Source: an optimization exercise on an open RTL-to-GDS flow (aim: small area). Production flows keep margins and buffers that such runs may drop. Only simulation tests tie the RTL to the original design; equivalence was not proved. Power is estimated from default activity; no workload was simulated.

===== flow/design.v =====
module armreduced(
	input clk,
	input reset,
	output[31:0] pc,
	input[31:0] inst,
	input nIRQ,
	output [3:0] be,
	output[31:0] memaddr,
	output memwrite,
	output memread,
	output[31:0] writedata,
	input[31:0] readdata);
	assign be = 4'b1111;
	reg [31:2] r15;             
	reg [31:2] r14;             
	reg [32*14-1:0] rf;         
	reg [31:0] A, B;            
	reg [31:0] ALUout;          
	reg [31:0] B_MEM;           
	reg [31:0] WBdata;          
	reg c, setbubble;
	reg zlive, zs;
	wire z = zlive ? (ALUout == 32'd0) : zs;
	reg [1:0] c1, c2, c3, c4;   
	reg [7:0] f1, f2;           
	reg [1:0] t3;               
	reg w4;                     
	wire [9:0] st1 = {c1, f1};
	wire [9:0] st2 = {c2, f2};
	wire [3:0] st3 = {c3, t3};
	wire [2:0] st4 = {c4, w4};
	assign pc = {r15, 2'b00};
	wire [31:0] pcv = {r15, 2'b00};
	wire [31:0] lrv = {r14, 2'b00};
	assign memaddr = ALUout;
	assign writedata = B_MEM;
	wire [31:0] ins = setbubble ? 32'd0 : inst;
	wire [11:0] F = ins[31:20];
	wire [1:0] cF = (F == 12'd0) ? 2'b00 : (&F[11:9]) ? 2'b11 : (F[8] ? 2'b10 : 2'b01);
	function pass_of(input [1:0] cc, input zz);
		pass_of = (cc[1] & cc[0]) | (cc[0] & zz) | (cc[1] & ~zz);
	endfunction
	wire p1 = pass_of(st1[9:8], z);
	wire s1_br = p1 & st1[7];
	wire s1_ls = p1 & ~st1[7] & st1[6];
	wire IRwrite = ~s1_br;
	wire PCsave = s1_br & st1[4];
	wire regbdst = s1_ls & ~st1[0];
	reg [31:0] imm;
	always @(*) begin
		if (s1_br)
			imm = {{6{ins[23]}}, ins[23:0], 2'b00};
		else if (s1_ls)
			imm = {20'd0, ins[11:0]};
		else
			imm = {{24{ins[7]}}, ins[7:0]};
	end
	wire p2 = pass_of(st2[9:8], z);
	genvar q;
	wire [31:2] pc4;
	wire [32:2] ic;
	assign ic[2] = 1'b1;
	generate
		for (q = 2; q < 32; q = q + 1) begin : inc
			assign pc4[q] = r15[q] ^ ic[q];
			assign ic[q+1] = r15[q] & ic[q];
		end
	endgenerate
	wire [31:2] pc_next = setbubble ? (p2 ? r15 : {29'd0, r15[2]}) : pc4;
	wire [3:0] ra = ins[19:16];
	wire [3:0] rb = regbdst ? ins[15:12] : ins[3:0];
	wire [31:0] readA, readB;
	wire st1_br = st1[7];
	wire st1_mov = ~st1[7] & ~st1[6] & (st1[4:1] == 4'd13);
	rfreadA_cells port_a (.idx(ra), .regs({pcv, lrv, rf}), .alt({pc_next, 2'b00}), .use_alt(st1_br), .kill(st1_mov), .out(readA));
	rfread_cells port_b (.idx(rb), .regs({pcv, lrv, rf}), .out(readB));
	wire [3:0] op = st2[4:1];
	wire isB = st2[7];
	wire isLS = ~st2[7] & st2[6];
	wire isDP = ~st2[7] & ~st2[6];
	wire isMOV = isDP & (op == 4'd13);
	wire useImm = isB | (isLS & ~st2[5]) | (isDP & st2[5]);
	wire [31:0] shifted;
	shl_cells shifter (.d(B), .sh(ins[11:7]), .out(shifted));
	wire [31:0] opA = A;
	wire [31:0] opB = useImm ? imm : shifted;
	reg lg, sub, usec;       
	reg [1:0] lop;           
	always @(*) begin
		lg = 1'b0; sub = 1'b1; usec = 1'b0; lop = 2'd0;
		if (isB) begin
			sub = 1'b0;
		end else if (isLS) begin
			sub = ~st2[3];
		end else begin
			case (op)
			4'd0: begin lg = 1'b1; sub = 1'b0; lop = 2'd0; end
			4'd1: begin lg = 1'b1; sub = 1'b0; lop = 2'd1; end
			4'd12: begin lg = 1'b1; sub = 1'b0; lop = 2'd2; end
			4'd4, 4'd13: sub = 1'b0;
			4'd5: begin sub = 1'b0; usec = 1'b1; end
			4'd6: begin sub = 1'b1; usec = 1'b1; end
			default: sub = 1'b1;
			endcase
		end
	end
	wire cin = usec ? c : sub;
	wire kp = p2 & ~(lg & (lop == 2'd0));
	wire kg = p2 & lg & (lop != 2'd1);
	wire kc = ~lg;
	wire [31:0] res;
	wire cout;
	alu32_cells alu (.a(opA), .b(opB), .sub(sub), .cin(cin), .kc(kc), .kp(kp), .kg(kg), .pcb(~p2 & r15[2]),
		.res(res), .cout(cout));
	wire [31:0] ALUresult = res;
	wire nzcv = p2 & isDP & ((op == 4'd10) | st2[0]);
	wire cnew = lg ? c : (cout ^ sub);
	wire p3 = pass_of(st3[3:2], z);
	assign memwrite = p3 & (st3[1:0] == 2'b01);
	assign memread = p3 & (st3[1:0] == 2'b10);
	wire p4 = pass_of(st4[2:1], z);
	wire regwrite = p4 & st4[0];
	wire [3:0] rdst = ins[15:12];
	wire [31:0] wd = WBdata;    
	wire [1:0] tnext = isB ? 2'b00 : isLS ? (st2[0] ? 2'b10 : 2'b01) : ((op == 4'd10) ? 2'b00 : 2'b11);
	always @(posedge clk or posedge reset) begin
		if (reset) begin
			r15 <= 30'd0;
			B <= 32'd0;
			WBdata <= 32'd0;
			zlive <= 1'b0;
			zs <= 1'b0;
			c <= 1'b0;
			setbubble <= 1'b0;
			c1 <= 2'd0;
			c2 <= 2'd0;
			c3 <= 2'd0;
			c4 <= 2'd0;
		end else begin
			r15 <= pc_next;
			B <= readB;
			WBdata <= (st3[1:0] == 2'b10) ? readdata : ALUout;
			zlive <= nzcv;
			zs <= z;
			if (nzcv)
				c <= cnew;
			setbubble <= ~IRwrite;
			c1 <= cF;
			c2 <= c1;
			c3 <= c2;
			c4 <= c3;
		end
	end
	always @(posedge clk) begin
		f1 <= F[7:0];
		f2 <= f1;
		t3 <= tnext;
		w4 <= t3[1];
		A <= readA;
		ALUout <= ALUresult;
		B_MEM <= B;
		if (reset | PCsave)
			r14 <= r15;
	end
	wire [13:0] en_lo, en_hi;
	rfwen_cells wen (.dst(rdst), .we(regwrite), .rst(reset), .en_lo(en_lo), .en_hi(en_hi));
	genvar g;
	generate
		for (g = 0; g < 14; g = g + 1) begin : regs
			always @(posedge clk) begin
				if (en_lo[g])
					rf[32*g +: 16] <= wd[15:0];
				if (en_hi[g])
					rf[32*g+16 +: 16] <= wd[31:16];
			end
		end
	endgenerate
endmodule
module rfread(input [3:0] idx, input [32*16-1:0] regs, output [31:0] out);
	reg [31:0] o;
	integer k;
	always @(*) begin
		o = 32'd0;
		for (k = 0; k < 16; k = k + 1)
			o = o | ({32{idx == k}} & regs[32*k +: 32]);
	end
	assign out = o;
endmodule
module rfwen(input [3:0] dst, input we, input rst, output [13:0] en_lo, output [13:0] en_hi);
	genvar g;
	generate
		for (g = 0; g < 14; g = g + 1) begin : e
			assign en_lo[g] = rst | (we & (dst == g));
		end
	endgenerate
	assign en_hi = en_lo;
endmodule
module rfreadA(input [3:0] idx, input [32*16-1:0] regs, input [31:0] alt, input use_alt, input kill, output [31:0] out);
	reg [31:0] o;
	integer k;
	always @(*) begin
		o = 32'd0;
		for (k = 0; k < 16; k = k + 1)
			o = o | ({32{idx == k}} & regs[32*k +: 32]);
		if (use_alt)
			o = alt;
		else if (kill)
			o = 32'd0;
	end
	assign out = o;
endmodule
module alu32(input [31:0] a, input [31:0] b, input sub, input cin, input kc, input kp, input kg, input pcb,
		output [31:0] res, output cout);
	wire [31:0] bx = b ^ {32{sub}};
	wire [31:0] p = a ^ bx;
	wire [31:0] g = a & bx;
	wire [32:0] cy;
	assign cy[0] = cin;
	genvar i;
	generate
		for (i = 0; i < 32; i = i + 1) begin : c
			assign cy[i+1] = (g[i] & kc) | (p[i] & cy[i]);
		end
	endgenerate
	wire [31:0] sum = p ^ cy[31:0];
	assign res = (sum & {32{kp}}) | (g & {32{kg}}) | {29'd0, pcb, 2'b00};
	assign cout = cy[32];
endmodule
module shl(input [31:0] d, input [4:0] sh, output [31:0] out);
	assign out = d << sh;
endmodule
// Hand-mapped 16:1 x 32 read port: one-hot selects, a222oi AND-OR tree.
module rfread_cells(input [3:0] idx, input [32*16-1:0] regs, output [31:0] out);
	wire [15:0] s;
	wire [3:0] lo = 4'b0001 << idx[1:0];
	wire [3:0] hi = 4'b0001 << idx[3:2];
	genvar i, b;
	generate
		// each select drives 32 gates: use a strong and2 as its driver
		for (i = 0; i < 16; i = i + 1) begin : dec
			sky130_fd_sc_hd__and2_2 sd (.X(s[i]), .A(lo[i % 4]), .B(hi[i / 4]));
		end
		for (b = 0; b < 32; b = b + 1) begin : bit_
			wire t0, t1, t2, t3, t4, t5, u0;
			sky130_fd_sc_hd__a222oi_1 g0 (.Y(t0), .A1(s[0]), .A2(regs[32*0+b]), .B1(s[1]), .B2(regs[32*1+b]), .C1(s[2]), .C2(regs[32*2+b]));
			sky130_fd_sc_hd__a222oi_1 g1 (.Y(t1), .A1(s[3]), .A2(regs[32*3+b]), .B1(s[4]), .B2(regs[32*4+b]), .C1(s[5]), .C2(regs[32*5+b]));
			sky130_fd_sc_hd__a222oi_1 g2 (.Y(t2), .A1(s[6]), .A2(regs[32*6+b]), .B1(s[7]), .B2(regs[32*7+b]), .C1(s[8]), .C2(regs[32*8+b]));
			sky130_fd_sc_hd__a222oi_1 g3 (.Y(t3), .A1(s[9]), .A2(regs[32*9+b]), .B1(s[10]), .B2(regs[32*10+b]), .C1(s[11]), .C2(regs[32*11+b]));
			sky130_fd_sc_hd__a222oi_1 g4 (.Y(t4), .A1(s[12]), .A2(regs[32*12+b]), .B1(s[13]), .B2(regs[32*13+b]), .C1(s[14]), .C2(regs[32*14+b]));
			sky130_fd_sc_hd__nand2_1 g5 (.Y(t5), .A(s[15]), .B(regs[32*15+b]));
			sky130_fd_sc_hd__and3_1 g6 (.X(u0), .A(t0), .B(t1), .C(t2));
			sky130_fd_sc_hd__nand4_1 g7 (.Y(out[b]), .A(u0), .B(t3), .C(t4), .D(t5));
		end
	endgenerate
endmodule
// Hand-mapped port A: 16 register slots plus an alternative input.
// out = use_alt ? alt : kill ? 0 : regs[idx]   (one-hot a222oi AND-OR tree)
module rfreadA_cells(input [3:0] idx, input [32*16-1:0] regs, input [31:0] alt, input use_alt, input kill, output [31:0] out);
	wire [15:0] s;
	wire sa;
	wire [3:0] lo = 4'b0001 << idx[1:0];
	wire [3:0] hi = {4{~use_alt & ~kill}} & (4'b0001 << idx[3:2]);
	genvar i, b;
	generate
		// each select drives 32 gates: use a strong driver
		for (i = 0; i < 16; i = i + 1) begin : dec
			sky130_fd_sc_hd__and2_2 sd (.X(s[i]), .A(lo[i % 4]), .B(hi[i / 4]));
		end
		sky130_fd_sc_hd__buf_4 sad (.X(sa), .A(use_alt));
		for (b = 0; b < 32; b = b + 1) begin : bit_
			wire t0, t1, t2, t3, t4, t5, u0;
			sky130_fd_sc_hd__a222oi_1 g0 (.Y(t0), .A1(s[0]), .A2(regs[32*0+b]), .B1(s[1]), .B2(regs[32*1+b]), .C1(s[2]), .C2(regs[32*2+b]));
			sky130_fd_sc_hd__a222oi_1 g1 (.Y(t1), .A1(s[3]), .A2(regs[32*3+b]), .B1(s[4]), .B2(regs[32*4+b]), .C1(s[5]), .C2(regs[32*5+b]));
			sky130_fd_sc_hd__a222oi_1 g2 (.Y(t2), .A1(s[6]), .A2(regs[32*6+b]), .B1(s[7]), .B2(regs[32*7+b]), .C1(s[8]), .C2(regs[32*8+b]));
			sky130_fd_sc_hd__a222oi_1 g3 (.Y(t3), .A1(s[9]), .A2(regs[32*9+b]), .B1(s[10]), .B2(regs[32*10+b]), .C1(s[11]), .C2(regs[32*11+b]));
			sky130_fd_sc_hd__a222oi_1 g4 (.Y(t4), .A1(s[12]), .A2(regs[32*12+b]), .B1(s[13]), .B2(regs[32*13+b]), .C1(s[14]), .C2(regs[32*14+b]));
			sky130_fd_sc_hd__a22oi_1 g5 (.Y(t5), .A1(s[15]), .A2(regs[32*15+b]), .B1(sa), .B2(alt[b]));
			sky130_fd_sc_hd__and3_1 g6 (.X(u0), .A(t0), .B(t1), .C(t2));
			sky130_fd_sc_hd__nand4_1 g7 (.Y(out[b]), .A(u0), .B(t3), .C(t4), .D(t5));
		end
	endgenerate
endmodule
// Hand-mapped register-file write enables: one a21o_1 per register half.
module rfwen_cells(input [3:0] dst, input we, input rst, output [13:0] en_lo, output [13:0] en_hi);
	wire [3:0] lo = {4{we}} & (4'b0001 << dst[1:0]);
	wire [3:0] hi = 4'b0001 << dst[3:2];
	genvar g;
	generate
		for (g = 0; g < 14; g = g + 1) begin : e
			sky130_fd_sc_hd__a21o_1 dl (.X(en_lo[g]), .A1(lo[g % 4]), .A2(hi[g / 4]), .B1(rst));
			sky130_fd_sc_hd__a21o_1 dh (.X(en_hi[g]), .A1(lo[g % 4]), .A2(hi[g / 4]), .B1(rst));
		end
	endgenerate
endmodule
// Hand-mapped ALU datapath (same function as module alu32 in ARMCPU.v).
// Carries ripple inside 4-bit blocks, alternating a21oi (even bits, true
// carry in) and o21ai (odd bits, inverted carry in); each block's carry in
// comes from a block-level generate/propagate chain.
module alu32_cells(input [31:0] a, input [31:0] b, input sub, input cin, input kc, input kp, input kg, input pcb,
		output [31:0] res, output cout);
	wire subb, kpb, kgn, kcb, kcn;
	sky130_fd_sc_hd__buf_4 d_sub (.X(subb), .A(sub));
	sky130_fd_sc_hd__buf_4 d_kp (.X(kpb), .A(kp));
	sky130_fd_sc_hd__inv_4 d_kg (.Y(kgn), .A(kg));
	sky130_fd_sc_hd__buf_2 d_kc (.X(kcb), .A(kc));
	sky130_fd_sc_hd__inv_2 d_kcn (.Y(kcn), .A(kc));
	wire [31:0] cy;   // true carry at even positions, inverted at odd ones
	wire [31:0] r;
	wire [31:0] P, GM; // propagate, masked generate (true polarity)
	wire [8:0] C;      // block carries
	assign C[0] = cin;
	genvar i;
	generate
		for (i = 0; i < 32; i = i + 1) begin : bit_
			wire bx, gn, s;
			sky130_fd_sc_hd__xor2_1 u_bx (.X(bx), .A(b[i]), .B(subb));
			sky130_fd_sc_hd__nand2_1 u_gn (.Y(gn), .A(a[i]), .B(bx));
			if (i % 2 == 0) begin : ev
				wire p, gm;
				sky130_fd_sc_hd__xor2_1 u_p (.X(p), .A(a[i]), .B(bx));
				sky130_fd_sc_hd__nor2_1 u_gm (.Y(gm), .A(gn), .B(kcn));
				assign P[i] = p;
				assign GM[i] = gm;
				sky130_fd_sc_hd__a21oi_1 u_c (.Y(cy[i+1]), .A1(p), .A2(cy[i]), .B1(gm));
				sky130_fd_sc_hd__xor2_1 u_s (.X(s), .A(p), .B(cy[i]));
			end else begin : od
				wire pn, gmn;
				sky130_fd_sc_hd__xnor2_1 u_p (.Y(pn), .A(a[i]), .B(bx));
				sky130_fd_sc_hd__nand3_1 u_gm (.Y(gmn), .A(a[i]), .B(bx), .C(kcb));
				assign P[i] = ~pn;
				assign GM[i] = ~gmn;
				if (i % 4 == 1) begin : rc
					sky130_fd_sc_hd__o21ai_1 u_c (.Y(cy[i+1]), .A1(pn), .A2(cy[i]), .B1(gmn));
				end
				sky130_fd_sc_hd__xor2_1 u_s (.X(s), .A(pn), .B(cy[i]));
			end
			if (i == 2) begin : b2
				wire r0;
				sky130_fd_sc_hd__a2bb2o_1 u_r (.X(r0), .A1_N(gn), .A2_N(kgn), .B1(s), .B2(kpb));
				sky130_fd_sc_hd__or2_1 u_o (.X(r[i]), .A(r0), .B(pcb));
			end else begin : bn
				sky130_fd_sc_hd__a2bb2o_1 u_r (.X(r[i]), .A1_N(gn), .A2_N(kgn), .B1(s), .B2(kpb));
			end
		end
	endgenerate
	generate
		for (i = 0; i < 8; i = i + 1) begin : blk
			wire G = GM[4*i+3] | (P[4*i+3] & (GM[4*i+2] | (P[4*i+2] & (GM[4*i+1] | (P[4*i+1] & GM[4*i])))));
			wire PP = &P[4*i+3:4*i];
			assign C[i+1] = G | (PP & C[i]);
			assign cy[4*i] = C[i];
		end
	endgenerate
	assign res = r;
	assign cout = C[8];
endmodule
// Hand-mapped 32-bit left shifter (zero fill): five mux2i levels, each
// inverting; the inverted result of level 5 is inverted back at the end.
module shl_cells(input [31:0] d, input [4:0] sh, output [31:0] out);
	wire [4:0] s;
	genvar k;
	generate
		for (k = 0; k < 5; k = k + 1) begin : sd
			sky130_fd_sc_hd__buf_2 u_s (.X(s[k]), .A(sh[k]));
		end
	endgenerate
	wire [31:0] l0 = d;
	wire [31:0] l1n, l2, l3n, l4, l5n;
	genvar i;
	generate
		for (i = 0; i < 32; i = i + 1) begin : b
			// level 1: shift by 1, output inverted
			if (i >= 1) sky130_fd_sc_hd__mux2i_1 m1 (.Y(l1n[i]), .A0(l0[i]), .A1(l0[i-1]), .S(s[0]));
			else        sky130_fd_sc_hd__nand2b_1 m1 (.Y(l1n[i]), .A_N(s[0]), .B(l0[i]));
			// level 2: shift by 2, inverted input -> true output
			if (i >= 2) sky130_fd_sc_hd__mux2i_1 m2 (.Y(l2[i]), .A0(l1n[i]), .A1(l1n[i-2]), .S(s[1]));
			else        sky130_fd_sc_hd__nor2_1 m2 (.Y(l2[i]), .A(l1n[i]), .B(s[1]));
			// level 3: shift by 4, output inverted
			if (i >= 4) sky130_fd_sc_hd__mux2i_1 m3 (.Y(l3n[i]), .A0(l2[i]), .A1(l2[i-4]), .S(s[2]));
			else        sky130_fd_sc_hd__nand2b_1 m3 (.Y(l3n[i]), .A_N(s[2]), .B(l2[i]));
			// level 4: shift by 8, true output
			if (i >= 8) sky130_fd_sc_hd__mux2i_1 m4 (.Y(l4[i]), .A0(l3n[i]), .A1(l3n[i-8]), .S(s[3]));
			else        sky130_fd_sc_hd__nor2_1 m4 (.Y(l4[i]), .A(l3n[i]), .B(s[3]));
			// level 5: shift by 16, output inverted
			if (i >= 16) sky130_fd_sc_hd__mux2i_1 m5 (.Y(l5n[i]), .A0(l4[i]), .A1(l4[i-16]), .S(s[4]));
			else         sky130_fd_sc_hd__nand2b_1 m5 (.Y(l5n[i]), .A_N(s[4]), .B(l4[i]));
		end
	endgenerate
	assign out = ~l5n;
endmodule

===== flow/flow/run.sh =====
#!/bin/bash
# Layout flow: the standard ORFS flow (standard.sh, standard synthesis
# script) with these changes:
#  - the instances of rfread and rfreadA (register-file read ports), rfwen
#    (register-file write enables), alu32 (ALU datapath) and shl (shifter)
#    are swapped for hand-mapped versions of
#    the same function (flow/*_cells.v) before synthesis; no register
#    changes;
#  - buf_1 port buffers;
#  - a clock tree of clkbuf_16 with large clusters, without dummy loads.
# Each tool's output goes to a log file in this folder.
set -euo pipefail
swap() {  # module, expected instance count
	local n
	n=$(grep -c "^[[:space:]]*$1 [a-z_]* (" design.v || true)
	if [[ "$n" != "$2" ]]; then echo "expected $2 $1 instances, found $n" >&2; exit 1; fi
	sed -i "s/^\([[:space:]]*\)$1 \([a-z_]*\) (/\1$1_cells \2 (/" design.v
	cat "flow/$1_cells.v" >> design.v
}
swap rfread 1
swap rfreadA 1
swap rfwen 1
swap alu32 1
swap shl 1
export BUFFER_PORTS_ARGS="-buffer_cell sky130_fd_sc_hd__buf_1"
export CTS_ARGS="-sink_clustering_enable -repair_clock_nets -dont_use_dummy_load -buf_list {sky130_fd_sc_hd__clkbuf_16} -sink_clustering_size 32 -sink_clustering_max_diameter 80"
bash standard.sh > standard.log 2>&1

===== flow/flow/alu32_cells.v =====
// Hand-mapped ALU datapath (same function as module alu32 in ARMCPU.v).
// Carries ripple inside 4-bit blocks, alternating a21oi (even bits, true
// carry in) and o21ai (odd bits, inverted carry in); each block's carry in
// comes from a block-level generate/propagate chain.
module alu32_cells(input [31:0] a, input [31:0] b, input sub, input cin, input kc, input kp, input kg, input pcb,
		output [31:0] res, output cout);
	wire subb, kpb, kgn, kcb, kcn;
	sky130_fd_sc_hd__buf_4 d_sub (.X(subb), .A(sub));
	sky130_fd_sc_hd__buf_4 d_kp (.X(kpb), .A(kp));
	sky130_fd_sc_hd__inv_4 d_kg (.Y(kgn), .A(kg));
	sky130_fd_sc_hd__buf_2 d_kc (.X(kcb), .A(kc));
	sky130_fd_sc_hd__inv_2 d_kcn (.Y(kcn), .A(kc));
	wire [31:0] cy;   // true carry at even positions, inverted at odd ones
	wire [31:0] r;
	wire [31:0] P, GM; // propagate, masked generate (true polarity)
	wire [8:0] C;      // block carries
	assign C[0] = cin;
	genvar i;
	generate
		for (i = 0; i < 32; i = i + 1) begin : bit_
			wire bx, gn, s;
			sky130_fd_sc_hd__xor2_1 u_bx (.X(bx), .A(b[i]), .B(subb));
			sky130_fd_sc_hd__nand2_1 u_gn (.Y(gn), .A(a[i]), .B(bx));
			if (i % 2 == 0) begin : ev
				wire p, gm;
				sky130_fd_sc_hd__xor2_1 u_p (.X(p), .A(a[i]), .B(bx));
				sky130_fd_sc_hd__nor2_1 u_gm (.Y(gm), .A(gn), .B(kcn));
				assign P[i] = p;
				assign GM[i] = gm;
				sky130_fd_sc_hd__a21oi_1 u_c (.Y(cy[i+1]), .A1(p), .A2(cy[i]), .B1(gm));
				sky130_fd_sc_hd__xor2_1 u_s (.X(s), .A(p), .B(cy[i]));
			end else begin : od
				wire pn, gmn;
				sky130_fd_sc_hd__xnor2_1 u_p (.Y(pn), .A(a[i]), .B(bx));
				sky130_fd_sc_hd__nand3_1 u_gm (.Y(gmn), .A(a[i]), .B(bx), .C(kcb));
				assign P[i] = ~pn;
				assign GM[i] = ~gmn;
				if (i % 4 == 1) begin : rc
					sky130_fd_sc_hd__o21ai_1 u_c (.Y(cy[i+1]), .A1(pn), .A2(cy[i]), .B1(gmn));
				end
				sky130_fd_sc_hd__xor2_1 u_s (.X(s), .A(pn), .B(cy[i]));
			end
			if (i == 2) begin : b2
				wire r0;
				sky130_fd_sc_hd__a2bb2o_1 u_r (.X(r0), .A1_N(gn), .A2_N(kgn), .B1(s), .B2(kpb));
				sky130_fd_sc_hd__or2_1 u_o (.X(r[i]), .A(r0), .B(pcb));
			end else begin : bn
				sky130_fd_sc_hd__a2bb2o_1 u_r (.X(r[i]), .A1_N(gn), .A2_N(kgn), .B1(s), .B2(kpb));
			end
		end
	endgenerate
	generate
		for (i = 0; i < 8; i = i + 1) begin : blk
			wire G = GM[4*i+3] | (P[4*i+3] & (GM[4*i+2] | (P[4*i+2] & (GM[4*i+1] | (P[4*i+1] & GM[4*i])))));
			wire PP = &P[4*i+3:4*i];
			assign C[i+1] = G | (PP & C[i]);
			assign cy[4*i] = C[i];
		end
	endgenerate
	assign res = r;
	assign cout = C[8];
endmodule

===== flow/flow/rfreadA_cells.v =====
// Hand-mapped port A: 16 register slots plus an alternative input.
// out = use_alt ? alt : kill ? 0 : regs[idx]   (one-hot a222oi AND-OR tree)
module rfreadA_cells(input [3:0] idx, input [32*16-1:0] regs, input [31:0] alt, input use_alt, input kill, output [31:0] out);
	wire [15:0] s;
	wire sa;
	wire [3:0] lo = 4'b0001 << idx[1:0];
	wire [3:0] hi = {4{~use_alt & ~kill}} & (4'b0001 << idx[3:2]);
	genvar i, b;
	generate
		// each select drives 32 gates: use a strong driver
		for (i = 0; i < 16; i = i + 1) begin : dec
			sky130_fd_sc_hd__and2_2 sd (.X(s[i]), .A(lo[i % 4]), .B(hi[i / 4]));
		end
		sky130_fd_sc_hd__buf_4 sad (.X(sa), .A(use_alt));
		for (b = 0; b < 32; b = b + 1) begin : bit_
			wire t0, t1, t2, t3, t4, t5, u0;
			sky130_fd_sc_hd__a222oi_1 g0 (.Y(t0), .A1(s[0]), .A2(regs[32*0+b]), .B1(s[1]), .B2(regs[32*1+b]), .C1(s[2]), .C2(regs[32*2+b]));
			sky130_fd_sc_hd__a222oi_1 g1 (.Y(t1), .A1(s[3]), .A2(regs[32*3+b]), .B1(s[4]), .B2(regs[32*4+b]), .C1(s[5]), .C2(regs[32*5+b]));
			sky130_fd_sc_hd__a222oi_1 g2 (.Y(t2), .A1(s[6]), .A2(regs[32*6+b]), .B1(s[7]), .B2(regs[32*7+b]), .C1(s[8]), .C2(regs[32*8+b]));
			sky130_fd_sc_hd__a222oi_1 g3 (.Y(t3), .A1(s[9]), .A2(regs[32*9+b]), .B1(s[10]), .B2(regs[32*10+b]), .C1(s[11]), .C2(regs[32*11+b]));
			sky130_fd_sc_hd__a222oi_1 g4 (.Y(t4), .A1(s[12]), .A2(regs[32*12+b]), .B1(s[13]), .B2(regs[32*13+b]), .C1(s[14]), .C2(regs[32*14+b]));
			sky130_fd_sc_hd__a22oi_1 g5 (.Y(t5), .A1(s[15]), .A2(regs[32*15+b]), .B1(sa), .B2(alt[b]));
			sky130_fd_sc_hd__and3_1 g6 (.X(u0), .A(t0), .B(t1), .C(t2));
			sky130_fd_sc_hd__nand4_1 g7 (.Y(out[b]), .A(u0), .B(t3), .C(t4), .D(t5));
		end
	endgenerate
endmodule

===== flow/flow/rfread_cells.v =====
// Hand-mapped 16:1 x 32 read port: one-hot selects, a222oi AND-OR tree.
module rfread_cells(input [3:0] idx, input [32*16-1:0] regs, output [31:0] out);
	wire [15:0] s;
	wire [3:0] lo = 4'b0001 << idx[1:0];
	wire [3:0] hi = 4'b0001 << idx[3:2];
	genvar i, b;
	generate
		// each select drives 32 gates: use a strong and2 as its driver
		for (i = 0; i < 16; i = i + 1) begin : dec
			sky130_fd_sc_hd__and2_2 sd (.X(s[i]), .A(lo[i % 4]), .B(hi[i / 4]));
		end
		for (b = 0; b < 32; b = b + 1) begin : bit_
			wire t0, t1, t2, t3, t4, t5, u0;
			sky130_fd_sc_hd__a222oi_1 g0 (.Y(t0), .A1(s[0]), .A2(regs[32*0+b]), .B1(s[1]), .B2(regs[32*1+b]), .C1(s[2]), .C2(regs[32*2+b]));
			sky130_fd_sc_hd__a222oi_1 g1 (.Y(t1), .A1(s[3]), .A2(regs[32*3+b]), .B1(s[4]), .B2(regs[32*4+b]), .C1(s[5]), .C2(regs[32*5+b]));
			sky130_fd_sc_hd__a222oi_1 g2 (.Y(t2), .A1(s[6]), .A2(regs[32*6+b]), .B1(s[7]), .B2(regs[32*7+b]), .C1(s[8]), .C2(regs[32*8+b]));
			sky130_fd_sc_hd__a222oi_1 g3 (.Y(t3), .A1(s[9]), .A2(regs[32*9+b]), .B1(s[10]), .B2(regs[32*10+b]), .C1(s[11]), .C2(regs[32*11+b]));
			sky130_fd_sc_hd__a222oi_1 g4 (.Y(t4), .A1(s[12]), .A2(regs[32*12+b]), .B1(s[13]), .B2(regs[32*13+b]), .C1(s[14]), .C2(regs[32*14+b]));
			sky130_fd_sc_hd__nand2_1 g5 (.Y(t5), .A(s[15]), .B(regs[32*15+b]));
			sky130_fd_sc_hd__and3_1 g6 (.X(u0), .A(t0), .B(t1), .C(t2));
			sky130_fd_sc_hd__nand4_1 g7 (.Y(out[b]), .A(u0), .B(t3), .C(t4), .D(t5));
		end
	endgenerate
endmodule

===== flow/flow/rfwen_cells.v =====
// Hand-mapped register-file write enables: one a21o_1 per register half.
module rfwen_cells(input [3:0] dst, input we, input rst, output [13:0] en_lo, output [13:0] en_hi);
	wire [3:0] lo = {4{we}} & (4'b0001 << dst[1:0]);
	wire [3:0] hi = 4'b0001 << dst[3:2];
	genvar g;
	generate
		for (g = 0; g < 14; g = g + 1) begin : e
			sky130_fd_sc_hd__a21o_1 dl (.X(en_lo[g]), .A1(lo[g % 4]), .A2(hi[g / 4]), .B1(rst));
			sky130_fd_sc_hd__a21o_1 dh (.X(en_hi[g]), .A1(lo[g % 4]), .A2(hi[g / 4]), .B1(rst));
		end
	endgenerate
endmodule

===== flow/flow/shl_cells.v =====
// Hand-mapped 32-bit left shifter (zero fill): five mux2i levels, each
// inverting; the inverted result of level 5 is inverted back at the end.
module shl_cells(input [31:0] d, input [4:0] sh, output [31:0] out);
	wire [4:0] s;
	genvar k;
	generate
		for (k = 0; k < 5; k = k + 1) begin : sd
			sky130_fd_sc_hd__buf_2 u_s (.X(s[k]), .A(sh[k]));
		end
	endgenerate
	wire [31:0] l0 = d;
	wire [31:0] l1n, l2, l3n, l4, l5n;
	genvar i;
	generate
		for (i = 0; i < 32; i = i + 1) begin : b
			// level 1: shift by 1, output inverted
			if (i >= 1) sky130_fd_sc_hd__mux2i_1 m1 (.Y(l1n[i]), .A0(l0[i]), .A1(l0[i-1]), .S(s[0]));
			else        sky130_fd_sc_hd__nand2b_1 m1 (.Y(l1n[i]), .A_N(s[0]), .B(l0[i]));
			// level 2: shift by 2, inverted input -> true output
			if (i >= 2) sky130_fd_sc_hd__mux2i_1 m2 (.Y(l2[i]), .A0(l1n[i]), .A1(l1n[i-2]), .S(s[1]));
			else        sky130_fd_sc_hd__nor2_1 m2 (.Y(l2[i]), .A(l1n[i]), .B(s[1]));
			// level 3: shift by 4, output inverted
			if (i >= 4) sky130_fd_sc_hd__mux2i_1 m3 (.Y(l3n[i]), .A0(l2[i]), .A1(l2[i-4]), .S(s[2]));
			else        sky130_fd_sc_hd__nand2b_1 m3 (.Y(l3n[i]), .A_N(s[2]), .B(l2[i]));
			// level 4: shift by 8, true output
			if (i >= 8) sky130_fd_sc_hd__mux2i_1 m4 (.Y(l4[i]), .A0(l3n[i]), .A1(l3n[i-8]), .S(s[3]));
			else        sky130_fd_sc_hd__nor2_1 m4 (.Y(l4[i]), .A(l3n[i]), .B(s[3]));
			// level 5: shift by 16, output inverted
			if (i >= 16) sky130_fd_sc_hd__mux2i_1 m5 (.Y(l5n[i]), .A0(l4[i]), .A1(l4[i-16]), .S(s[4]));
			else         sky130_fd_sc_hd__nand2b_1 m5 (.Y(l5n[i]), .A_N(s[4]), .B(l4[i]));
		end
	endgenerate
	assign out = ~l5n;
endmodule

===== flow/standard.sh =====
#!/bin/bash
# synth_recipe.tcl (not shown) runs the flow's synth.tcl, then flattens the netlist and writes it again
# the make line also repeats each setting of config.mk as NAME=value (left out here)
make -C /OpenROAD-flow-scripts/flow DESIGN_CONFIG=/design/flow/config.mk WORK_HOME=/design/flow/orfs CLKGATE_MAP_FILE= SYNTH_SCRIPT=/design/flow/synth_recipe.tcl "${@:-finish}"

===== flow/config.mk =====
export PLATFORM = sky130hd
export DESIGN_NAME = armreduced
export DESIGN_NICKNAME = armreduced
export VERILOG_FILES = /design/flow/design.v
export SDC_FILE = /design/flow/constraint.sdc
export NUM_CORES = 4
export LEC_CHECK = 0
export ABC_AREA = 1
export CAP_MARGIN = 20
export CORE_MARGIN = 2
export CORE_UTILIZATION = 70
export GPL_TIMING_DRIVEN = 0
export SLEW_MARGIN = 20

===== flow/constraint.sdc =====
create_clock -name core_clock -period 10.0 [get_ports {clk}]
set_input_delay 2.0000 -clock core_clock [delete_from_list [all_inputs] [get_ports {clk}]]
set_output_delay 2.0000 -clock core_clock [all_outputs]
set_load 0.01 [all_outputs]

==> report_table.html, run 1 <==
<table>
<tr><th>Metric</th><th>Value</th></tr>
<tr><th colspan="2">STA</th></tr>
<tr><td>Final critical-path share of the clock period</td><td>roughly 74%</td></tr>
<tr><td>Worst slew pin tran</td><td>about 1000 ps</td></tr>
<tr><td>Worst-case headroom to the max-slew limit</td><td>around 30%</td></tr>
<tr><td>Final TNS setup</td><td>0 ps</td></tr>
<tr><td>Fin. max-slew vios</td><td>0</td></tr>
<tr><td>Final count of hold timing violations</td><td>0</td></tr>
<tr><td>Hold Worst Slack</td><td>between 300 and 400 ps</td></tr>
<tr><td>Worst setup slack after layout</td><td>2560 ps</td></tr>
<tr><td>RSZ-0062 raised after global routing</td><td>no</td></tr>
<tr><td>FMAX</td><td>roughly 130 MHz</td></tr>
<tr><td>Setup Viol. Count Final</td><td>0</td></tr>
<tr><td>Shortest period the worst path allows</td><td>between 7000 and 8000 ps</td></tr>
<tr><td>Layout Skew</td><td>between 70 and 80 ps</td></tr>
<tr><th colspan="2">Logic synthesis</th></tr>
<tr><td>Synth Flop Type</td><td>sky130_fd_sc_hd__edfxtp_1</td></tr>
<tr><td>Complex-gate fraction of the synthesized area</td><td>around 16%</td></tr>
<tr><td>Unique cell type count in the Yosys netlist</td><td>47</td></tr>
<tr><td>Post-synthesis sequential element count</td><td>between 600 and 700</td></tr>
<tr><td>Fraction of synthesized cell area in xor and xnor cells</td><td>roughly 2.8%</td></tr>
<tr><td>Area fraction in and, or, nand and nor cells after synthesis</td><td>8.97%</td></tr>
<tr><td>Adder and majority cell fraction of the synthesized area</td><td>under 10%</td></tr>
<tr><td>Main combinational cell family by area after synthesis</td><td>compound AO/OA/AOI/OAI gates</td></tr>
<tr><td>Area of the mapped netlist</td><td>just over 30000 um^2</td></tr>
<tr><td>Number of instances in the synthesized netlist</td><td>approximately 2200</td></tr>
<tr><td>Share of the synthesized area in the top cell type</td><td>between 40% and 50%</td></tr>
<tr><td>Syn_area_per_cell</td><td>13.6 um^2</td></tr>
<tr><td>Cell types with the largest area share after synthesis</td><td>sky130_fd_sc_hd__edfxtp_1 (47%), sky130_fd_sc_hd__a222oi_1 (11%), sky130_fd_sc_hd__dfrtp_1 (8.8%)</td></tr>
<tr><td>Mux share of post-synthesis cell area</td><td>5.48%</td></tr>
<tr><td>Sequential share of the synthesized area</td><td>63.7%</td></tr>
<tr><td>Async S/R FF share, synth</td><td>between 10% and 20%</td></tr>
<tr><td>Largest area contributor in the synthesized netlist</td><td>sky130_fd_sc_hd__edfxtp_1</td></tr>
<tr><td>Number of warnings printed during yosys synthesis</td><td>1</td></tr>
<tr><td>Number of flops mapped to enable cells by yosys</td><td>around 480</td></tr>
<tr><th colspan="2">Placed design</th></tr>
<tr><td>Placed Instances</td><td>2995</td></tr>
<tr><td>IO buf count</td><td>between 150 and 200</td></tr>
<tr><td>DP Worst Slack</td><td>roughly 2400 ps</td></tr>
<tr><td>RD Place Congestion</td><td>about 1.0</td></tr>
<tr><td>HPWL after detailed placement</td><td>62100 um</td></tr>
<tr><th colspan="2">Setup path</th></tr>
<tr><td>Number of cells on the worst reg-to-reg path</td><td>34</td></tr>
<tr><td>Required time at the worst-slack endpoint</td><td>about 10000 ps</td></tr>
<tr><td>Category of the critical setup timing path</td><td>reg -&gt; reg</td></tr>
<tr><td>WP data arrival</td><td>7920 ps</td></tr>
<tr><td>Endpoint kind of the worst setup timing path</td><td>register</td></tr>
<tr><td>Capturing point of the worst reg2reg path</td><td>A[31]</td></tr>
<tr><td>Worst Setup Start Kind</td><td>register</td></tr>
<tr><td>Largest fanout on the critical path</td><td>7</td></tr>
<tr><td>Capture point of the worst path</td><td>A[31]</td></tr>
<tr><td>Slowest cell on the critical path</td><td>sky130_fd_sc_hd__dfrtp_1</td></tr>
<tr><td>Slowest cell delay on critical path</td><td>490 ps</td></tr>
<tr><td>Crit. Startpoint</td><td>r15[2]</td></tr>
<tr><td>Worst reg2reg setup slack</td><td>approximately 2600 ps</td></tr>
<tr><td>Launch instance of the worst register-to-register path</td><td>r15[2]</td></tr>
<tr><td>Cell occurring most often along the worst timing path</td><td>sky130_fd_sc_hd__ha_1</td></tr>
<tr><th colspan="2">Die</th></tr>
<tr><td>Vert. Die Dim</td><td>roughly 210 um</td></tr>
<tr><td>Initial core utilization</td><td>a little over two thirds</td></tr>
<tr><td>Area inside the core boundary</td><td>42900 um^2</td></tr>
<tr><td>Boundary Pins</td><td>around 170</td></tr>
<tr><td>Die area</td><td>roughly 45000 um^2</td></tr>
<tr><td>Die Span X</td><td>between 200 and 250 um</td></tr>
<tr><td>Site Rows</td><td>76</td></tr>
<tr><th colspan="2">Drt</th></tr>
<tr><td>Via-per-instance ratio</td><td>7.64</td></tr>
<tr><td>Number of nets still failing antenna checks after routing</td><td>0</td></tr>
<tr><td>Total Routed Length</td><td>96600 um</td></tr>
<tr><td>Starting DRT DRC Count</td><td>6066</td></tr>
<tr><td>Drc violations</td><td>0</td></tr>
<tr><td>First-pass detailed-route iteration total</td><td>17</td></tr>
<tr><td>Final routed wire length divided by cell count</td><td>between 30 and 40 um</td></tr>
<tr><td>Total number of vias</td><td>approximately 23000</td></tr>
<tr><th colspan="2">Layout</th></tr>
<tr><td>Number of cells in the finished layout apart from fillers</td><td>about 3000</td></tr>
<tr><td>Fraction of final layout cells with drive strength greater than 1</td><td>~6.7%</td></tr>
<tr><td>Fin nets</td><td>about 2500</td></tr>
<tr><td>Area growth syn-to-layout</td><td>7.25%</td></tr>
<tr><th colspan="2">GRT</th></tr>
<tr><td>Overall Global Routing Usage</td><td>42.3%</td></tr>
<tr><td>Overall overflow remaining after global route</td><td>0</td></tr>
<tr><td>Pin count of the biggest net entering global routing</td><td>77</td></tr>
<tr><td>Via count of the first global-routing pass</td><td>~21000</td></tr>
<tr><td>First-pass GRT wire length</td><td>~140000 um</td></tr>
<tr><td>Number of antenna violations at the first check in global routing</td><td>4</td></tr>
<tr><th colspan="2">Power and ir drop</th></tr>
<tr><td>Leak pwr</td><td>12.2 nW</td></tr>
<tr><td>Total power consumption of the routed design</td><td>7.98 mW</td></tr>
<tr><td>Portion of total power attributed to combinational logic</td><td>between 20% and 30%</td></tr>
<tr><td>Clock network power share</td><td>~17%</td></tr>
<tr><td>Share of power burned in registers</td><td>about three fifths</td></tr>
<tr><td>Cell internal power dissipation</td><td>approximately 5.3 mW</td></tr>
<tr><td>Total power divided by cell area</td><td>between 200 and 250 nW/um^2</td></tr>
<tr><td>Peak supply drop</td><td>around 0.00028 V</td></tr>
<tr><td>Switching part of the total</td><td>between 30% and 40%</td></tr>
<tr><td>Net switching power of the design</td><td>approximately 2.7 mW</td></tr>
<tr><th colspan="2">Clock tree</th></tr>
<tr><td>Count of hold-fix buffers inserted at cts</td><td>0</td></tr>
<tr><td>H-tree Lvls</td><td>1</td></tr>
<tr><td>Worst-Skew Late Latency</td><td>660 ps</td></tr>
<tr><td>Sink Count</td><td>about 700</td></tr>
<tr><td>Clock transition at the registers of the reported paths</td><td>~110 ps</td></tr>
<tr><td>Post-CTS Repair Setup Buffers</td><td>0</td></tr>
<tr><td>CTS Root Cell</td><td>sky130_fd_sc_hd__clkbuf_16</td></tr>
<tr><td>Buffer levels on the longest clock path</td><td>3</td></tr>
<tr><td>TritonCTS clock tree</td><td>done</td></tr>
<tr><td>Post-CTS Resized</td><td>0</td></tr>
<tr><td>Total CTS buffers</td><td>30</td></tr>
<tr><th colspan="2">Worst hold path</th></tr>
<tr><td>Class of the most critical hold timing path</td><td>reg -&gt; reg</td></tr>
<tr><th colspan="2">Outcome</th></tr>
<tr><td>Outcome</td><td>finished clean</td></tr>
<tr><th colspan="2">Job</th></tr>
<tr><td>Max-cap violations</td><td>0</td></tr>
</table>
[logic make-up (layout without fill, tap and decap cells)]
group           Yosys count  in the layout
simple gates            559            559
mux                     162            162
fa+ha+maj                28             28
compound gates          550            550
other cells               2             17
xor+xnor                 98             98
buf+inv                 135            328
flops                   699            699
[worst min-delay path by stage]
stage                     startpoint  cells past startpoint    end  slack [ps]
final                          f1[6]                      0  f2[6]         350
after global routing           f1[6]                      0  f2[6]         360
after CTS                      f1[6]                      0  f2[6]         340
after detailed placement       f1[5]                      0  f2[5]         330
after global placement         f1[5]                      0  f2[5]         320
after floorplan                f1[5]                      0  f2[5]         310
[routing by layer]
metal / wire length [um] / vias up / global-route usage, % / share of wire [%]
met5: 49 / - / 0 / 0.051
li1: - / 9540 / - / -
met1: 33700 / 11100 / 60.2 / 35
met3: 17100 / 283 / 13.7 / 18
met2: 42300 / 2182 / 64.2 / 44
met4: 3470 / 8 / 9.62 / 3.6
[cells in the mapped netlist, drive strengths merged (6+ instances only)]
cell / number
o21ai: 86
and3: 64
o21a: 6
dfrtp: 106
nand2b: 21
dfxtp: 115
nand2: 234
xor2: 80
a222oi: 320
mux2: 32
a22oi: 32
inv: 63
clkbuf: 19
nor2: 75
nand4: 67
nand3: 27
mux2i: 130
ha: 28
buf: 53
a21oi: 30
nor4: 11
a2bb2o: 32
and2: 33
xnor2: 18
nor3: 20
edfxtp: 478
a21o: 28
[layout make-up]
| class | count | area (um^2) |
|---|---|---|
| flip-flops and latches | 699 | 19300 |
| multi-input cells | 1413 | 10400 |
| fillers | 2777 | 10400 |
| clock buffers | 30 | 751 |
| well taps | 585 | 732 |
| repair buffers | 163 | 653 |
| plain buffers | 72 | 435 |
| inverters | 63 | 244 |
| diodes | 1 | 2.50 |
[power groups by stage]
stage	logic, mW	clock network (mW)	registers (mW)
6_report	1.75	1.36	4.86
3_5_place_dp	1.67	0	4.88
2_1_floorplan	1.05	0	4.62
5_1_grt	1.85	1.43	4.94
3_3_place_gp	1.63	0	4.80
4_1_cts	1.68	1.35	4.83
[placed cells by master (no fill, tap or decap), types with 6 or more instances in the layout]
cell type and n:
sky130_fd_sc_hd__clkbuf_16 30, sky130_fd_sc_hd__mux2_2 32, sky130_fd_sc_hd__nand4_1 67, sky130_fd_sc_hd__o21ai_2 6, sky130_fd_sc_hd__a222oi_1 320, sky130_fd_sc_hd__nand2_1 233
sky130_fd_sc_hd__nand2b_1 21, sky130_fd_sc_hd__nor3_1 19, sky130_fd_sc_hd__a22oi_1 32, sky130_fd_sc_hd__ha_1 28, sky130_fd_sc_hd__o21ai_0 70, sky130_fd_sc_hd__a2bb2o_1 32
sky130_fd_sc_hd__a21o_1 28, sky130_fd_sc_hd__nor4_1 11, sky130_fd_sc_hd__clkbuf_1 19, sky130_fd_sc_hd__conb_1 16, sky130_fd_sc_hd__inv_1 56, sky130_fd_sc_hd__nor2_1 75
sky130_fd_sc_hd__nand3_1 27, sky130_fd_sc_hd__o21a_1 6, sky130_fd_sc_hd__xnor2_1 18, sky130_fd_sc_hd__xor2_1 80, sky130_fd_sc_hd__and3_1 64, sky130_fd_sc_hd__and2_2 32
sky130_fd_sc_hd__o21ai_1 10, sky130_fd_sc_hd__dfxtp_1 115, sky130_fd_sc_hd__dfrtp_1 106, sky130_fd_sc_hd__edfxtp_1 478, sky130_fd_sc_hd__a21oi_1 30, sky130_fd_sc_hd__buf_2 9
sky130_fd_sc_hd__buf_1 164, sky130_fd_sc_hd__mux2i_1 130, sky130_fd_sc_hd__buf_4 39
[stage by stage]
step,cell area [um^2],util (%)
4_1_cts,32500,75.8
2_1_floorplan,30400,-
3_3_place_gp,31700,73.9
5_1_grt,32500,75.8
3_5_place_dp,31800,74.1
6_report,32500,75.8
[worst max-delay path: cells and delay by family, from the launching register on]
kind                     cells  cell delay, ps
adder cells (fa/ha/maj)     28            5960
flip-flops                   1             490
AO/OA/AOI/OAI                2             360
AND/OR/NAND/NOR              2             220
XOR/XNOR                     1             190
buffers and inverters        1              80
[sequential cells by signal, summed over array words and instances (netlist names), 8 cells and up]
signal	flops
A	32
B_MEM	32
f1	8
rf	448
f2	8
r15	30
WBdata	32
B	32
ALUout	32
r14	30
==> run 2: changes to the inputs <==
--- a/flow/flow/run.sh
+++ b/flow/flow/run.sh
@@ -24,4 +24,4 @@
 swap shl 1
 export BUFFER_PORTS_ARGS="-buffer_cell sky130_fd_sc_hd__buf_1"
-export CTS_ARGS="-sink_clustering_enable -repair_clock_nets -dont_use_dummy_load -buf_list {sky130_fd_sc_hd__clkbuf_16} -sink_clustering_size 32 -sink_clustering_max_diameter 80"
+export CTS_ARGS="-sink_clustering_enable -repair_clock_nets -dont_use_dummy_load -buf_list {sky130_fd_sc_hd__clkbuf_16} -sink_clustering_size 24 -sink_clustering_max_diameter 70"
 bash standard.sh > standard.log 2>&1
--- a/flow/config.mk
+++ b/flow/config.mk
@@ -9,5 +9,5 @@
 export CAP_MARGIN = 20
 export CORE_MARGIN = 2
-export CORE_UTILIZATION = 70
+export CORE_UTILIZATION = 60
 export GPL_TIMING_DRIVEN = 0
 export SLEW_MARGIN = 20
==> run 2 against run 1 <==
Net effect: synthesized cell count unchanged; flip-flop and latch count stayed put; first-iteration DRC count fell by 18%; register-to-register slack better by 50 ps; final area grew 1.1%; die area rose by 16%; non-clock buffer count unchanged; clock skew rose by 11 ps; power is 2.9% higher; synthesized area is the same; global-route usage shrank 5.3 points; clock-buffer cell count rose by 10; critical endpoint unchanged; largest power group unchanged.
==> report_table.html, run 2 <==
<table>
<tr><th>Metric</th><th>Value</th></tr>
<tr><th colspan="2">Outcome</th></tr>
<tr><td>Outcome</td><td>finished clean</td></tr>
<tr><th colspan="2">Drt</th></tr>
<tr><td>Total Routed Length</td><td>99400 um</td></tr>
<tr><td>Drc violations</td><td>0</td></tr>
<tr><td>Total number of vias</td><td>between 20000 and 25000</td></tr>
<tr><td>Starting DRT DRC Count</td><td>4949</td></tr>
<tr><td>Via-per-instance ratio</td><td>between 7 and 8</td></tr>
<tr><td>First-pass detailed-route iteration total</td><td>13</td></tr>
<tr><td>Final routed wire length divided by cell count</td><td>between 30 and 40 um</td></tr>
<tr><td>Number of nets still failing antenna checks after routing</td><td>0</td></tr>
<tr><th colspan="2">STA</th></tr>
<tr><td>Final TNS setup</td><td>0 ps</td></tr>
<tr><td>Final critical-path share of the clock period</td><td>about three quarters</td></tr>
<tr><td>Fin. max-slew vios</td><td>0</td></tr>
<tr><td>Setup Viol. Count Final</td><td>0</td></tr>
<tr><td>FMAX</td><td>between 100 and 150 MHz</td></tr>
<tr><td>Final count of hold timing violations</td><td>0</td></tr>
<tr><td>Worst slew pin tran</td><td>1040 ps</td></tr>
<tr><td>Shortest period the worst path allows</td><td>7390 ps</td></tr>
<tr><td>Hold Worst Slack</td><td>~320 ps</td></tr>
<tr><td>RSZ-0062 raised after global routing</td><td>no</td></tr>
<tr><td>Worst-case headroom to the max-slew limit</td><td>a little over 30%</td></tr>
<tr><td>Worst setup slack after layout</td><td>2610 ps</td></tr>
<tr><td>Layout Skew</td><td>90.1 ps</td></tr>
<tr><th colspan="2">Power and ir drop</th></tr>
<tr><td>Portion of total power attributed to combinational logic</td><td>roughly a fifth</td></tr>
<tr><td>Peak supply drop</td><td>0.000202 V</td></tr>
<tr><td>Cell internal power dissipation</td><td>approximately 5.4 mW</td></tr>
<tr><td>Leak pwr</td><td>roughly 12 nW</td></tr>
<tr><td>Clock network power share</td><td>between 10% and 20%</td></tr>
<tr><td>Total power consumption of the routed design</td><td>just over 8 mW</td></tr>
<tr><td>Total power divided by cell area</td><td>roughly 250 nW/um^2</td></tr>
<tr><td>Switching part of the total</td><td>between 30% and 40%</td></tr>
<tr><td>Net switching power of the design</td><td>between 2 and 3 mW</td></tr>
<tr><td>Share of power burned in registers</td><td>about three fifths</td></tr>
<tr><th colspan="2">Die</th></tr>
<tr><td>Vert. Die Dim</td><td>around 230 um</td></tr>
<tr><td>Site Rows</td><td>slightly above 80</td></tr>
<tr><td>Area inside the core boundary</td><td>~50000 um^2</td></tr>
<tr><td>Boundary Pins</td><td>between 150 and 200</td></tr>
<tr><td>Die area</td><td>~52000 um^2</td></tr>
<tr><td>Initial core utilization</td><td>60.7%</td></tr>
<tr><td>Die Span X</td><td>approximately 230 um</td></tr>
<tr><th colspan="2">Logic synthesis</th></tr>
<tr><td>Most repeated cell in the gate-level netlist after synthesis</td><td>sky130_fd_sc_hd__edfxtp_1</td></tr>
<tr><td>Post-synthesis sequential element count</td><td>~700</td></tr>
<tr><td>Unique cell type count in the Yosys netlist</td><td>47</td></tr>
<tr><td>Syn_area_per_cell</td><td>between 10 and 15 um^2</td></tr>
<tr><td>Largest area contributor in the synthesized netlist</td><td>sky130_fd_sc_hd__edfxtp_1</td></tr>
<tr><td>Share of the synthesized area in the top cell type</td><td>47.4%</td></tr>
<tr><td>Number of instances in the synthesized netlist</td><td>between 2000 and 2500</td></tr>
<tr><td>Sequential share of the synthesized area</td><td>between 60% and 70%</td></tr>
<tr><td>Number of flops mapped to enable cells by yosys</td><td>about 480</td></tr>
<tr><td>Most used standard cells in the synthesized netlist</td><td>sky130_fd_sc_hd__edfxtp_1 (478), sky130_fd_sc_hd__a222oi_1 (320), sky130_fd_sc_hd__nand2_1 (234), sky130_fd_sc_hd__mux2i_1 (130), sky130_fd_sc_hd__dfxtp_1 (115)</td></tr>
<tr><td>Number of warnings printed during yosys synthesis</td><td>1</td></tr>
<tr><td>Cell types with the largest area share after synthesis</td><td>sky130_fd_sc_hd__edfxtp_1 (47%), sky130_fd_sc_hd__a222oi_1 (11%), sky130_fd_sc_hd__dfrtp_1 (8.8%)</td></tr>
<tr><td>Synth Flop Type</td><td>sky130_fd_sc_hd__edfxtp_1</td></tr>
<tr><td>Async S/R FF share, synth</td><td>between 10% and 20%</td></tr>
<tr><td>Area of the mapped netlist</td><td>about 30000 um^2</td></tr>
<tr><th colspan="2">GRT</th></tr>
<tr><td>Pin count of the biggest net entering global routing</td><td>68</td></tr>
<tr><td>Number of antenna violations at the first check in global routing</td><td>4</td></tr>
<tr><td>Via count of the first global-routing pass</td><td>about 21000</td></tr>
<tr><td>First-pass GRT wire length</td><td>roughly 140000 um</td></tr>
<tr><td>Overall overflow remaining after global route</td><td>0</td></tr>
<tr><td>Overall Global Routing Usage</td><td>between 30 and 40%</td></tr>
<tr><th colspan="2">Setup path</th></tr>
<tr><td>Buffers plus inverters on the worst setup path</td><td>1</td></tr>
<tr><td>Endpoint kind of the worst setup timing path</td><td>register</td></tr>
<tr><td>Critical path's top delay family</td><td>adder cells</td></tr>
<tr><td>Cell occurring most often along the worst timing path</td><td>sky130_fd_sc_hd__ha_1</td></tr>
<tr><td>Largest fanout on the critical path</td><td>7</td></tr>
<tr><td>Slowest cell on the critical path</td><td>sky130_fd_sc_hd__dfrtp_1</td></tr>
<tr><td>WP data arrival</td><td>about 7800 ps</td></tr>
<tr><td>Number of cells on the critical path</td><td>34</td></tr>
<tr><td>Worst reg2reg setup slack</td><td>approximately 2600 ps</td></tr>
<tr><td>Required time at the worst-slack endpoint</td><td>~10000 ps</td></tr>
<tr><td>Slowest cell delay on critical path</td><td>roughly 530 ps</td></tr>
<tr><td>Worst Setup Start Kind</td><td>register</td></tr>
<tr><td>Category of the critical setup timing path</td><td>reg -&gt; reg</td></tr>
<tr><td>Number of cells on the worst reg-to-reg path</td><td>34</td></tr>
<tr><th colspan="2">Clock tree</th></tr>
<tr><td>Sink Count</td><td>approximately 700</td></tr>
<tr><td>Count of hold-fix buffers inserted at cts</td><td>0</td></tr>
<tr><td>Worst-Skew Late Latency</td><td>610 ps</td></tr>
<tr><td>Post-CTS Resized</td><td>0</td></tr>
<tr><td>Total CTS buffers</td><td>40</td></tr>
<tr><td>H-tree Lvls</td><td>2</td></tr>
<tr><td>TritonCTS clock tree</td><td>done</td></tr>
<tr><td>Post-CTS Repair Setup Buffers</td><td>0</td></tr>
<tr><td>Buffer levels on the longest clock path</td><td>3</td></tr>
<tr><td>Clock transition at the registers of the reported paths</td><td>~90 ps</td></tr>
<tr><td>CTS Root Cell</td><td>sky130_fd_sc_hd__clkbuf_16</td></tr>
<tr><th colspan="2">Layout</th></tr>
<tr><td>Final cell utilization of the core</td><td>65.8%</td></tr>
<tr><td>Number of cells in the finished layout apart from fillers</td><td>roughly 3100</td></tr>
<tr><td>Commonest cells after routing, fill and taps aside</td><td>sky130_fd_sc_hd__edfxtp_1 (478), sky130_fd_sc_hd__a222oi_1 (320), sky130_fd_sc_hd__nand2_1 (233), sky130_fd_sc_hd__buf_1 (164), sky130_fd_sc_hd__mux2i_1 (130)</td></tr>
<tr><td>Register with the highest flop count</td><td>rf</td></tr>
<tr><td>Fraction of final layout cells with drive strength greater than 1</td><td>approximately 7%</td></tr>
<tr><td>Fin nets</td><td>roughly 2500</td></tr>
<tr><td>Final Instance Area</td><td>between 30000 and 40000 um^2</td></tr>
<tr><td>Most common cell after layout, fill and taps aside</td><td>sky130_fd_sc_hd__edfxtp_1</td></tr>
<tr><td>Area growth syn-to-layout</td><td>8.46%</td></tr>
<tr><td>Largest register FFs</td><td>roughly 450</td></tr>
<tr><th colspan="2">Placed design</th></tr>
<tr><td>DP Worst Slack</td><td>2240 ps</td></tr>
<tr><td>Placed Instances</td><td>between 3000 and 4000</td></tr>
<tr><td>IO buf count</td><td>161</td></tr>
<tr><td>HPWL after detailed placement</td><td>64200 um</td></tr>
<tr><td>Post-place instance area</td><td>31900 um^2</td></tr>
<tr><td>RD Place Congestion</td><td>about 1.0</td></tr>
<tr><th colspan="2">Worst hold path</th></tr>
<tr><td>Worst hold stages</td><td>0</td></tr>
<tr><td>Class of the most critical hold timing path</td><td>reg -&gt; reg</td></tr>
<tr><th colspan="2">Job</th></tr>
<tr><td>Max-cap violations</td><td>0</td></tr>
</table>
run 2: cell counts after synthesis:
Identical to the previous run, type by type.
run 2: per-layer routing:
layer	GRT usage (%)	share of wire, %	vias to the layer above
li1	-	-	9576
met1	53.8	38	11200
met2	55.9	44	1742
met3	10.3	15	169
met4	8.85	2.6	8
met5	0	0.077	-
run 2: cell type report:
class / instances / area (um^2)
tap: 672 / 841
timing repair buffer: 163 / 653
antenna: 4 / 10.0
clock buffer: 40 / 1000
multi-input combinational: 1413 / 10400
sequential: 699 / 19300
fill: 3799 / 17100
inverter: 63 / 244
buffer: 72 / 435
run 2: path summary, 6_finish.rpt:
path,from,to
max,r15[2],A[31]
min,f1[5],f2[5]
max reg2reg,r15[2],A[31]
min reg2reg,f1[5],f2[5]
max in group asynchronous,reset,WBdata[30]
min in group asynchronous,reset,WBdata[16]
run 2: cells by family (layout without fill, tap and decap cells):
logic type               Yosys count  after routing  synth area share (%)
AO/OA/AOI/OAI                    550            550                  15.6
XOR/XNOR                          98             98                  2.83
adder cells (fa/ha/maj)           28             28                  1.16
buffers and inverters            135            338                  2.22
flip-flops                       699            699                  63.7
multiplexers                     162            162                  5.48
other                              2             20                0.0248
AND/OR/NAND/NOR                  559            559                  8.97
run 2: power groups by stage:
stage | combinational, mW | sequential, mW | clock [mW]
after global placement | 1.66 | 4.83 | 0
final | 1.74 | 4.87 | 1.60
after floorplan | 1.05 | 4.62 | 0
after detailed placement | 1.68 | 4.89 | 0
after CTS | 1.69 | 4.84 | 1.61
after global routing | 1.86 | 4.96 | 1.71

static timing again, ports no longer ideal:
The flow's constraints put no driver on any port. The routed layouts listed below were extracted and timed again, unchanged, in two steps.
Step 1, drivers: a clkbuf_16 drives clk and a buf_2 each remaining input, both assumed.
Step 2 also shifts input and output timing later by t, the mid clock arrival at the registers, as if the neighbouring blocks saw the same clock.
Three values: no drivers, after step 1, after step 2; two values: the first two.
run | t (ns) | slack for setup (ns) | hold slack, ns | worst setup path after step 2 | worst data-port slew with drivers (ns)
run 1 | 0.677 | 2.559 / 2.559 / 2.241 | 0.348 / 0.348 / 0.348 | input to register | 0.06
run 2 | 0.630 | 2.607 / 2.607 / 2.086 | 0.318 / 0.318 / 0.318 | input to register | 0.09
After both steps setup and hold are still met in every run listed. The setup slack of run 2, which loses most, moves by 0.000 ns with the drivers and by -0.521 ns with both steps.
